Context: an optimization exercise on an open-source flow, tuned for small area. The choices shown serve that exercise and are no tape-out recipe.
The RTL was checked by simulation tests, not by an equivalence proof against the original design.
No activity file was given, so power comes from the tool's default toggle rates.

==> inputs of run a <==
==> flow/design.v <==
module control(clk, rst, finish, value, st);
input clk;
input rst;
input [3:0] value;
input finish;
output reg [2:0] st;
reg [2:0] cur;
reg [2:0] nxt;
reg valid_val;
reg tr;
wire v  = valid_val & (value != 4'b1111);
wire k1 = value == 4'd1;
wire k2 = value == 4'd2;
wire k3 = value == 4'd3;
wire k4 = value == 4'd4;
always @(*) begin
	nxt = cur;
	tr = 1'b0;
	case (cur)
	3'd0: if (k1 && !v) begin nxt = 3'd1; tr = 1'b1; end
	3'd1: if (k1 && !v) begin nxt = 3'd3; tr = 1'b1; end
	      else if (k2 && !v) begin nxt = 3'd2; tr = 1'b1; end
	3'd2: if (k1 || k2 && !v) begin nxt = 3'd1; tr = 1'b1; end
	3'd3: if (k1 && !v) begin nxt = 3'd4; tr = 1'b1; end
	      else if (k3 || k4 && !v) begin nxt = 3'd0; tr = 1'b1; end
	3'd4: if (finish || k1 && !v) begin nxt = 3'd3; tr = 1'b1; end
	      else if (k2 && !v) begin nxt = 3'd5; tr = 1'b1; end
	      else if (k3 && !v) begin nxt = 3'd6; tr = 1'b1; end
	      else if (k4 && !v) begin nxt = 3'd7; tr = 1'b1; end
	3'd5: if (k1 || k2 && !v) begin nxt = 3'd4; tr = 1'b1; end
	default: if (k1 && !v) begin nxt = 3'd4; tr = 1'b1; end
	         else if (finish && !v) begin nxt = 3'd3; tr = 1'b1; end
	endcase
end
always @(posedge clk) begin
	if (rst) begin
		cur <= 3'd0;
		valid_val <= 1'b0;
		st <= 3'd0;
	end else begin
		cur <= nxt;
		valid_val <= v | tr;
		st <= cur;
	end
end
endmodule
module timer(clk, rst, tick, st, minute1, minute0, second1, second0, finish);
input clk;
input rst;
input tick;
input [2:0] st;
output [3:0] minute1;
output [3:0] minute0;
output [3:0] second1;
output [3:0] second0;
output reg finish;
reg [4:0] mt;
reg [3:0] mu;
reg [2:0] sd;
reg [3:0] su;
reg [15:0] last;
wire [15:0] cur = {mt, mu, sd, su};
assign minute1 = mt[3:0];
assign minute0 = mu;
assign second1 = {1'b0, sd};
assign second0 = su;
wire s0 = st == 3'd0;
wire s1 = st == 3'd1;
wire s3 = st == 3'd3;
wire s7 = st == 3'd7;
wire s46 = st[2] & ~st[0];
wire up = st[0];
wire su_e = up ? (su[3] & su[0]) : (su == 4'd0);
wire sd_e = up ? (sd[2] & sd[0]) : (sd == 3'd0);
wire mu_e = up ? (mu[3] & mu[0]) : (mu == 4'd0);
wire zero = (cur == 16'd0);
wire same = (cur == last);
wire top = mt[4] & mt[3] & mt[0] & mu[2] & mu[0] & sd[2] & sd[0] & su[3] & su[0];
wire [3:0] tsu, tmu;
wire [2:0] tsd;
wire [4:0] tmt;
assign tsu[0] = 1'b1;
assign tsu[1] = up ? (su[0] & ~su[3]) : (~su[0] & (su[1] | su[2] | su[3]));
assign tsu[2] = up ? (su[0] & su[1]) : (~su[0] & ~su[1] & (su[2] | su[3]));
assign tsu[3] = up ? (su[0] & (su[1] & su[2] | su[3])) : (~su[0] & ~su[1] & ~su[2]);
assign tsd[0] = 1'b1;
assign tsd[1] = up ? (sd[0] & ~sd[2]) : (~sd[0] & (sd[1] | sd[2]));
assign tsd[2] = up ? sd[0] & (sd[1] | sd[2]) : (~sd[0] & ~sd[1]);
assign tmu[0] = 1'b1;
assign tmu[1] = up ? (mu[0] & ~mu[3]) : (~mu[0] & (mu[1] | mu[2] | mu[3]));
assign tmu[2] = up ? (mu[0] & mu[1]) : (~mu[0] & ~mu[1] & (mu[2] | mu[3]));
assign tmu[3] = up ? (mu[0] & (mu[1] & mu[2] | mu[3])) : (~mu[0] & ~mu[1] & ~mu[2]);
assign tmt[0] = 1'b1;
assign tmt[1] = up ? mt[0] : ~mt[0];
assign tmt[2] = up ? &mt[1:0] : ~|mt[1:0];
assign tmt[3] = up ? &mt[2:0] : ~|mt[2:0];
assign tmt[4] = up ? &mt[3:0] : ~|mt[3:0];
wire act = tick & ~finish;
wire cnt = act & (s1 | s7 & ~same | s46 & ~zero);
wire ld = tick & (s3 | ~finish & s46 & zero);
wire clr = rst | tick & s0 | cnt & up & top;
wire rec = act & s1;
wire e1 = cnt & su_e;
wire e2 = e1 & sd_e;
wire e3 = e2 & mu_e;
wire [15:0] tg = {{5{e3}} & tmt, {4{e2}} & tmu, {3{e1}} & tsd, {4{cnt}} & tsu};
wire [15:0] nxt = clr ? 16'd0 : ld ? last : cur ^ tg;
always @(posedge clk) begin
	{mt, mu, sd, su} <= nxt;
	if (clr | rec)
		last <= nxt;
	if (rst | tick & s0)
		finish <= 1'b0;
	else if (tick)
		finish <= (st == 3'd1 | st[2] & (st[1] | ~st[0])) &
		          (finish | s7 & same | s46 & zero);
end
endmodule
module recorder(clk, rst, key, tick, state, led, able, direc, clea, to_fin,
                twice_play, finish, minute1, minute0, second1, second0);
input clk;
input rst;
input [3:0] key;
input tick;
output [2:0] state;
output reg [5:0] led;
output able;
output direc;
output clea;
output to_fin;
output twice_play;
output finish;
output [3:0] minute1;
output [3:0] minute0;
output [3:0] second1;
output [3:0] second0;
wire [2:0] st;
control u_control(.clk(clk), .rst(rst), .finish(finish), .value(key), .st(st));
timer u_timer(.clk(clk), .rst(rst), .tick(tick), .st(st),
              .minute1(minute1), .minute0(minute0), .second1(second1),
              .second0(second0), .finish(finish));
assign state = st;
assign able = (st == 3'd1) | st[2] & (st[1] | ~st[0]);
assign direc = st[2] & ~(st[1] & st[0]);
assign clea = st == 3'd0;
assign to_fin = st == 3'd3;
assign twice_play = st[2] & st[1];
always @(*) begin
	case (st)
	3'd0: led = 6'b000001;
	3'd1: led = 6'b000010;
	3'd2: led = 6'b000100;
	3'd3: led = 6'b001000;
	3'd4: led = 6'b010000;
	3'd5: led = 6'b100000;
	3'd6: led = 6'b110000;
	default: led = 6'b111000;
	endcase
end
endmodule
==> flow/flow/run.sh <==
#!/bin/bash
# Standard ORFS synthesis; its combinational logic re-mapped for area with a
# few ABC scripts, keeping the smallest (the registers are kept as they are);
# then the standard layout, with the port buffers made with the smallest
# buffer and a clock tree of small buffers without dummy loads.
# Each tool's output is logged in this folder.
set -euo pipefail
W=$(pwd)
R=$W/orfs/results/$FLOW_PLATFORM/recorder/base
export BUFFER_PORTS_ARGS="-buffer_cell sky130_fd_sc_hd__buf_1"
export REMOVE_ABC_BUFFERS=1
export CTS_ARGS="-sink_clustering_enable -repair_clock_nets -dont_use_dummy_load -root_buf sky130_fd_sc_hd__clkbuf_4 -buf_list {sky130_fd_sc_hd__clkbuf_4}"
bash standard.sh synth > synth.log 2>&1
cp $R/1_2_yosys.v $W/standard_synth.v
export LIB=$FLOW_HOME/platforms/$FLOW_PLATFORM/lib/sky130_fd_sc_hd__tt_025C_1v80.lib
export NETLIST=$W/standard_synth.v
export TOP=$FLOW_TOP
export DONT_USE="$(sed -n '/^export DONT_USE_CELLS/,/^$/p' $FLOW_HOME/platforms/$FLOW_PLATFORM/config.mk | tr -d '\\' | tr ' ' '\n' | grep sky130 | tr '\n' ' ')"
best=""; best_area=""
for s in a b c d; do
  export ABC_SCRIPT=$W/flow/remap_$s.abc OUT=$W/remapped_$s.v STAT=$W/remap_stat_$s.txt
  if yosys -c $W/flow/remap.tcl > remap_$s.log 2>&1; then
    a=$(grep "Chip area for top module" $STAT | awk '{print $NF}')
    echo "remap $s: $a" >> remap_choice.log
    if [[ -n "$a" ]] && { [[ -z "$best_area" ]] || awk -v x="$a" -v y="$best_area" 'BEGIN{exit !(x<y)}'; }; then
      best=$s; best_area=$a
    fi
  else
    echo "remap $s: failed" >> remap_choice.log
  fi
done
echo "chosen: $best $best_area" >> remap_choice.log
if [[ -n "$best" ]]; then
  cp $W/remapped_$best.v $R/1_2_yosys.v
  rm -f $R/1_synth.odb
  bash standard.sh synth > synth_odb.log 2>&1
fi
bash standard.sh > layout.log 2>&1
cp -r orfs/logs orfs_logs || true
==> flow/flow/remap.tcl <==
# Re-map the combinational logic of the standard synthesis netlist for area.
# Registers (every *df* cell) are kept as they are, with their names.
yosys -import
set lib $::env(LIB)
set net $::env(NETLIST)
read_liberty -ignore_miss_func $lib
read_verilog $net
hierarchy -top $::env(TOP)
setattr -mod -set keep_hierarchy 1 sky130_fd_sc_hd__*df*
flatten
opt_clean -purge
set du {}
foreach c $::env(DONT_USE) { lappend du -dont_use $c }
abc -script $::env(ABC_SCRIPT) -liberty $lib {*}$du -D 12000
opt_clean -purge
hilomap -singleton -hicell sky130_fd_sc_hd__conb_1 HI -locell sky130_fd_sc_hd__conb_1 LO
insbuf -buf sky130_fd_sc_hd__buf_1 A X
opt_clean -purge
yosys tee -q -o $::env(STAT) stat -liberty $lib
yosys select $::env(TOP)
write_verilog -noattr -noexpr -nohex -nodec -selected $::env(OUT)
==> flow/flow/remap_a.abc <==
strash
balance; rewrite; refactor; balance; rewrite; rewrite -z; balance; refactor -z; rewrite -z; balance
balance -l; resub -K 6 -l; rewrite -l; resub -K 6 -N 2 -l; refactor -l; resub -K 8 -l; balance -l; resub -K 8 -N 2 -l; rewrite -l; resub -K 10 -l; rewrite -z -l; resub -K 10 -N 2 -l; balance -l; resub -K 12 -l; refactor -z -l; resub -K 12 -N 2 -l; rewrite -z -l; balance -l
dch -f
amap
mfs2 -a
strash
dch -f
amap
==> flow/flow/remap_b.abc <==
strash
&get -n
&deepsyn -T 20
&put
balance -l; resub -K 6 -l; rewrite -l; resub -K 6 -N 2 -l; refactor -l; resub -K 8 -l; balance -l; resub -K 8 -N 2 -l; rewrite -l; resub -K 10 -l; rewrite -z -l; resub -K 10 -N 2 -l; balance -l; resub -K 12 -l; refactor -z -l; resub -K 12 -N 2 -l; rewrite -z -l; balance -l
dch -f
amap
==> flow/flow/remap_c.abc <==
strash
&get -n
&deepsyn -T 60
&put
dch -f
amap
==> flow/flow/remap_d.abc <==
strash
balance -l; resub -K 6 -l; rewrite -l; resub -K 6 -N 2 -l; refactor -l; resub -K 8 -l; balance -l; resub -K 8 -N 2 -l; rewrite -l; resub -K 10 -l; rewrite -z -l; resub -K 10 -N 2 -l; balance -l; resub -K 12 -l; refactor -z -l; resub -K 12 -N 2 -l; rewrite -z -l; balance -l
balance -l; resub -K 6 -l; rewrite -l; resub -K 6 -N 2 -l; refactor -l; resub -K 8 -l; balance -l; resub -K 8 -N 2 -l; rewrite -l; resub -K 10 -l; rewrite -z -l; resub -K 10 -N 2 -l; balance -l; resub -K 12 -l; refactor -z -l; resub -K 12 -N 2 -l; rewrite -z -l; balance -l
dch -f
amap
==> flow/standard.sh <==
#!/bin/bash
# synth_recipe.tcl (not shown) runs the flow's synth.tcl, then flattens the netlist and writes it again
# the make line also repeats each setting of config.mk as NAME=value (left out here)
make -C /OpenROAD-flow-scripts/flow DESIGN_CONFIG=/design/flow/config.mk WORK_HOME=/design/flow/orfs CLKGATE_MAP_FILE= SYNTH_SCRIPT=/design/flow/synth_recipe.tcl "${@:-finish}"
==> flow/config.mk <==
export PLATFORM = sky130hd
export DESIGN_NAME = recorder
export DESIGN_NICKNAME = recorder
export VERILOG_FILES = /design/flow/design.v
export SDC_FILE = /design/flow/constraint.sdc
export NUM_CORES = 4
export LEC_CHECK = 0
export ABC_AREA = 1
export CAP_MARGIN = 20
export CORE_MARGIN = 2
export CORE_UTILIZATION = 75
export GPL_TIMING_DRIVEN = 0
export PLACE_DENSITY = 0.85
export SLEW_MARGIN = 20
==> flow/constraint.sdc <==
create_clock -name core_clock -period 12.0 [get_ports {clk}]
set_input_delay 2.4000 -clock core_clock [delete_from_list [all_inputs] [get_ports {clk}]]
set_output_delay 2.4000 -clock core_clock [all_outputs]
set_load 0.01 [all_outputs]
==> inputs of run b, as changes to run a <==
==> flow/run.sh (new file) <==
#!/bin/bash
# synth_recipe.tcl (not shown) runs the flow's synth.tcl, then flattens the netlist and writes it again
# the make line also repeats each setting of config.mk as NAME=value (left out here)
make -C /OpenROAD-flow-scripts/flow DESIGN_CONFIG=/design/flow/config.mk WORK_HOME=/design/flow/orfs CLKGATE_MAP_FILE= SYNTH_SCRIPT=/design/flow/synth_recipe.tcl finish
CORE_UTILIZATION = 40   (was 75)
PLACE_DENSITY = not set   (was 0.85)
removed: flow/flow/run.sh
removed: flow/flow/remap.tcl
removed: flow/flow/remap_a.abc
removed: flow/flow/remap_b.abc
removed: flow/flow/remap_c.abc
removed: flow/flow/remap_d.abc
removed: flow/standard.sh
==> inputs of run c, as changes to run a <==
==> flow/flow/run.sh (replaced) <==
#!/bin/bash
# Standard ORFS synthesis; its combinational logic re-mapped for area with a
# few ABC scripts (the registers are kept as they are, with their names); each
# re-mapped netlist is compared with the standard one in a random simulation
# and the smallest that matches is kept. Then the standard layout, with the
# port buffers made with the smallest buffer and a clock tree of small
# buffers without dummy loads. Each tool's output is logged in this folder.
set -euo pipefail
W=$(pwd)
R=$W/orfs/results/$FLOW_PLATFORM/recorder/base
export BUFFER_PORTS_ARGS="-buffer_cell sky130_fd_sc_hd__buf_1"
export REMOVE_ABC_BUFFERS=1
export CTS_ARGS="-sink_clustering_enable -repair_clock_nets -dont_use_dummy_load -root_buf sky130_fd_sc_hd__clkbuf_4 -buf_list {sky130_fd_sc_hd__clkbuf_8}"
bash standard.sh synth > synth.log 2>&1
cp $R/1_2_yosys.v $W/standard_synth.v
export LIB=$FLOW_HOME/platforms/$FLOW_PLATFORM/lib/sky130_fd_sc_hd__tt_025C_1v80.lib
export NETLIST=$W/standard_synth.v
export TOP=$FLOW_TOP
export DONT_USE="$(sed -n '/^export DONT_USE_CELLS/,/^$/p' $FLOW_HOME/platforms/$FLOW_PLATFORM/config.mk | tr -d '\\' | tr ' ' '\n' | grep sky130 | tr '\n' ' ')"
# simulation model of a netlist, with the top renamed
simmodel() {
  yosys -p "read_liberty -ignore_miss_func $LIB; read_verilog $1; hierarchy -top $TOP; flatten; opt_clean; rename $TOP $2; select $2; write_verilog -noattr -selected $3" > $3.log 2>&1
}
simmodel $W/standard_synth.v gold_net $W/sim_gold.v
best=""; best_area=""
for s in a b c d s1 s2; do
  export ABC_SCRIPT=$W/flow/remap_$s.abc OUT=$W/remapped_$s.v STAT=$W/remap_stat_$s.txt
  if ! yosys -c $W/flow/remap.tcl > remap_$s.log 2>&1; then
    echo "remap $s: failed" >> remap_choice.log; continue
  fi
  a=$(grep "Chip area for top module" $STAT | awk '{print $NF}')
  simmodel $OUT gate_net $W/sim_gate_$s.v
  iverilog -g2012 -o $W/eqsim_$s $W/flow/eqsim.sv $W/sim_gold.v $W/sim_gate_$s.v > eqsim_$s.log 2>&1
  vvp -n $W/eqsim_$s >> eqsim_$s.log 2>&1 || true
  if ! grep -q "EQSIM errors 0$" eqsim_$s.log; then
    echo "remap $s: $a differs in simulation" >> remap_choice.log; continue
  fi
  echo "remap $s: $a" >> remap_choice.log
  if [[ -n "$a" ]] && { [[ -z "$best_area" ]] || awk -v x="$a" -v y="$best_area" 'BEGIN{exit !(x<y)}'; }; then
    best=$s; best_area=$a
  fi
done
echo "chosen: $best $best_area" >> remap_choice.log
if [[ -n "$best" ]]; then
  cp $W/remapped_$best.v $R/1_2_yosys.v
  rm -f $R/1_synth.odb
  bash standard.sh synth > synth_odb.log 2>&1
fi
bash standard.sh > layout.log 2>&1
cp -r orfs/logs orfs_logs || true
==> flow/flow/eqsim.sv (new file) <==
// Random-stimulus comparison of two netlists of recorder (gold_net, gate_net)
// from reset, every cycle.
`timescale 1ns/1ps
module eqsim;
  reg clk = 0; reg rst = 1; reg [3:0] key = 4'hf; reg tick = 0;
  wire [38:0] a, b;
  gold_net g(.clk(clk), .rst(rst), .key(key), .tick(tick),
    .state(a[38:36]), .led(a[35:30]), .able(a[29]), .direc(a[28]), .clea(a[27]),
    .to_fin(a[26]), .twice_play(a[25]), .finish(a[24]),
    .minute1(a[23:20]), .minute0(a[19:16]), .second1(a[15:12]), .second0(a[11:8]));
  gate_net d(.clk(clk), .rst(rst), .key(key), .tick(tick),
    .state(b[38:36]), .led(b[35:30]), .able(b[29]), .direc(b[28]), .clea(b[27]),
    .to_fin(b[26]), .twice_play(b[25]), .finish(b[24]),
    .minute1(b[23:20]), .minute0(b[19:16]), .second1(b[15:12]), .second0(b[11:8]));
  assign a[7:0] = 0; assign b[7:0] = 0;
  always #5 clk = ~clk;
  integer i, errors = 0, seed = 7, mode = 0, r;
  initial begin
    @(posedge clk); #1 rst = 0;
    for (i = 0; i < 150000; i = i + 1) begin
      if (i % 5000 == 0) mode = $urandom(seed) % 4;
      r = $urandom(seed);
      key = (mode == 0 || r % 3 == 0) ? (r[7] ? 4'hf : r[11:8]) : 4'hf;
      if (mode == 1 && r % 50 == 0) key = 1 + r[13:12];
      tick = (mode == 3) ? 1'b1 : r[20];
      rst = (r % 30011) == 0;
      @(negedge clk);
      if (a !== b) begin errors = errors + 1; if (errors < 5) $display("DIFF %0d %h %h", i, a, b); end
      @(posedge clk); #1;
    end
    $display("EQSIM errors %0d", errors);
    $finish;
  end
endmodule
==> flow/flow/remap_d.abc (replaced) <==
strash
&get -n
&deepsyn -T 20
&put
balance -l; resub -K 6 -l; rewrite -l; resub -K 6 -N 2 -l; refactor -l; resub -K 8 -l; balance -l; resub -K 8 -N 2 -l; rewrite -l; resub -K 10 -l; rewrite -z -l; resub -K 10 -N 2 -l; balance -l; resub -K 12 -l; refactor -z -l; resub -K 12 -N 2 -l; rewrite -z -l; balance -l
dch -f
map -a
strash
dch -f
amap
==> flow/flow/remap_s1.abc (new file) <==
strash
&get -n
&deepsyn -T 20 -S 1
&put
balance -l; resub -K 6 -l; rewrite -l; resub -K 6 -N 2 -l; refactor -l; resub -K 8 -l; balance -l; resub -K 8 -N 2 -l; rewrite -l; resub -K 10 -l; rewrite -z -l; resub -K 10 -N 2 -l; balance -l; resub -K 12 -l; refactor -z -l; resub -K 12 -N 2 -l; rewrite -z -l; balance -l
dch -f
amap
==> flow/flow/remap_s2.abc (new file) <==
strash
&get -n
&deepsyn -T 20 -S 2
&put
balance -l; resub -K 6 -l; rewrite -l; resub -K 6 -N 2 -l; refactor -l; resub -K 8 -l; balance -l; resub -K 8 -N 2 -l; rewrite -l; resub -K 10 -l; rewrite -z -l; resub -K 10 -N 2 -l; balance -l; resub -K 12 -l; refactor -z -l; resub -K 12 -N 2 -l; rewrite -z -l; balance -l
dch -f
amap
CORE_UTILIZATION = 50   (was 75)
PLACE_DENSITY = not set   (was 0.85)
==> notes.md <==
| metric | run c | run b | run a |
|---|---|---|---|
| Result of the run | complete, no violations | complete, no violations | complete, no violations |
| 1st-iter DRT viols | 221 | 94 | 229 |
| Met1 demand-to-capacity share in global routing | 31.3% | 25.1% | 42.2% |
| Power dissipated in the clock network | 0.0000585 W | 0.000104 W | 0.0000560 W |
| Worst path required time | 12.03 ns | 9.60 ns | 12.15 ns |
| Worst Hold Path EP | u_control.st[2] | u_control.st[2] | u_control.st[0] |
| Transition time of the tightest slew-check pin | 1.07 ns | 0.600 ns | 0.764 ns |
| Leakage power | 0.709 nW | 1.64 nW | 0.763 nW |
| Group drawing the most power | sequential cells | combinational cells | sequential cells |
| Timing startpoint of the critical path | tick | u_control.st[0] | tick |
| Sequential power | 0.000162 W | 0.000174 W | 0.000151 W |
| Worst slew slack as a fraction of its limit | 28.4% | 59.7% | 49.1% |
| Share of the final layout cell area in sequential cells | 41.3% | 27.9% | 41.2% |
| Min cycle time layout | 6.16 ns | 5.30 ns | 5.39 ns |
| Final design instance area without fill | 2330 um^2 | 3450 um^2 | 2330 um^2 |
| Number of placement rows | 23 | 30 | 19 |
| Total number of vias | 2084 | 2782 | 2195 |
| Layout fillers | 422 | 709 | 185 |
| WS Path Type | input pin to flip-flop | flip-flop to output pin | input pin to flip-flop |
| Top cell class by occupied area | sequential cells | multi-input combinational cells | multi-input combinational cells |
| Crit Path Max Fanout | 16 | 10 | 5 |
| Total design power | 0.000279 W | 0.000456 W | 0.000234 W |
| Placed Instance Area | 2290 um^2 | 3340 um^2 | 2290 um^2 |

==> static timing again, ports no longer ideal <==
How much do the figures lean on ideal ports? The routed layouts below were timed once more, with nothing changed but the port constraints. Step 1 (the two cells are an assumption about what drives the block):
set clk [get_ports {clk}]
set_driving_cell -lib_cell sky130_fd_sc_hd__clkbuf_16 $clk
set_driving_cell -lib_cell sky130_fd_sc_hd__buf_2 [delete_from_list [all_inputs] $clk]
Step 2 moves the port delays by t, midway between the first and last clock arrival at a register: inputs arrive t later, outputs are due t later. That takes back most of the time a late clock gives input paths. Slacks: no drivers / after step 1 / after step 2; pairs: no drivers / after step 1.
run | t (ns) | slack for setup (ns) | hold slack, ns | worst setup path at the end | worst register clock-pin slew, ns
run a | 0.351 | 6.610 / 6.609 / 6.259 | 0.539 / 0.539 / 0.539 | input to register | 0.10 / 0.10
run b | 0.331 | 6.698 / 6.667 / 6.998 | 0.519 / 0.519 / 0.519 | register to output | 0.08 / 0.08
run c | 0.361 | 5.839 / 5.841 / 5.480 | 0.537 / 0.537 / 0.537 | input to register | 0.12 / 0.12
After both steps every run listed still meets setup and hold. For run c, which loses most, drivers alone change the setup slack by +0.002 ns; drivers and shift together by -0.359 ns.
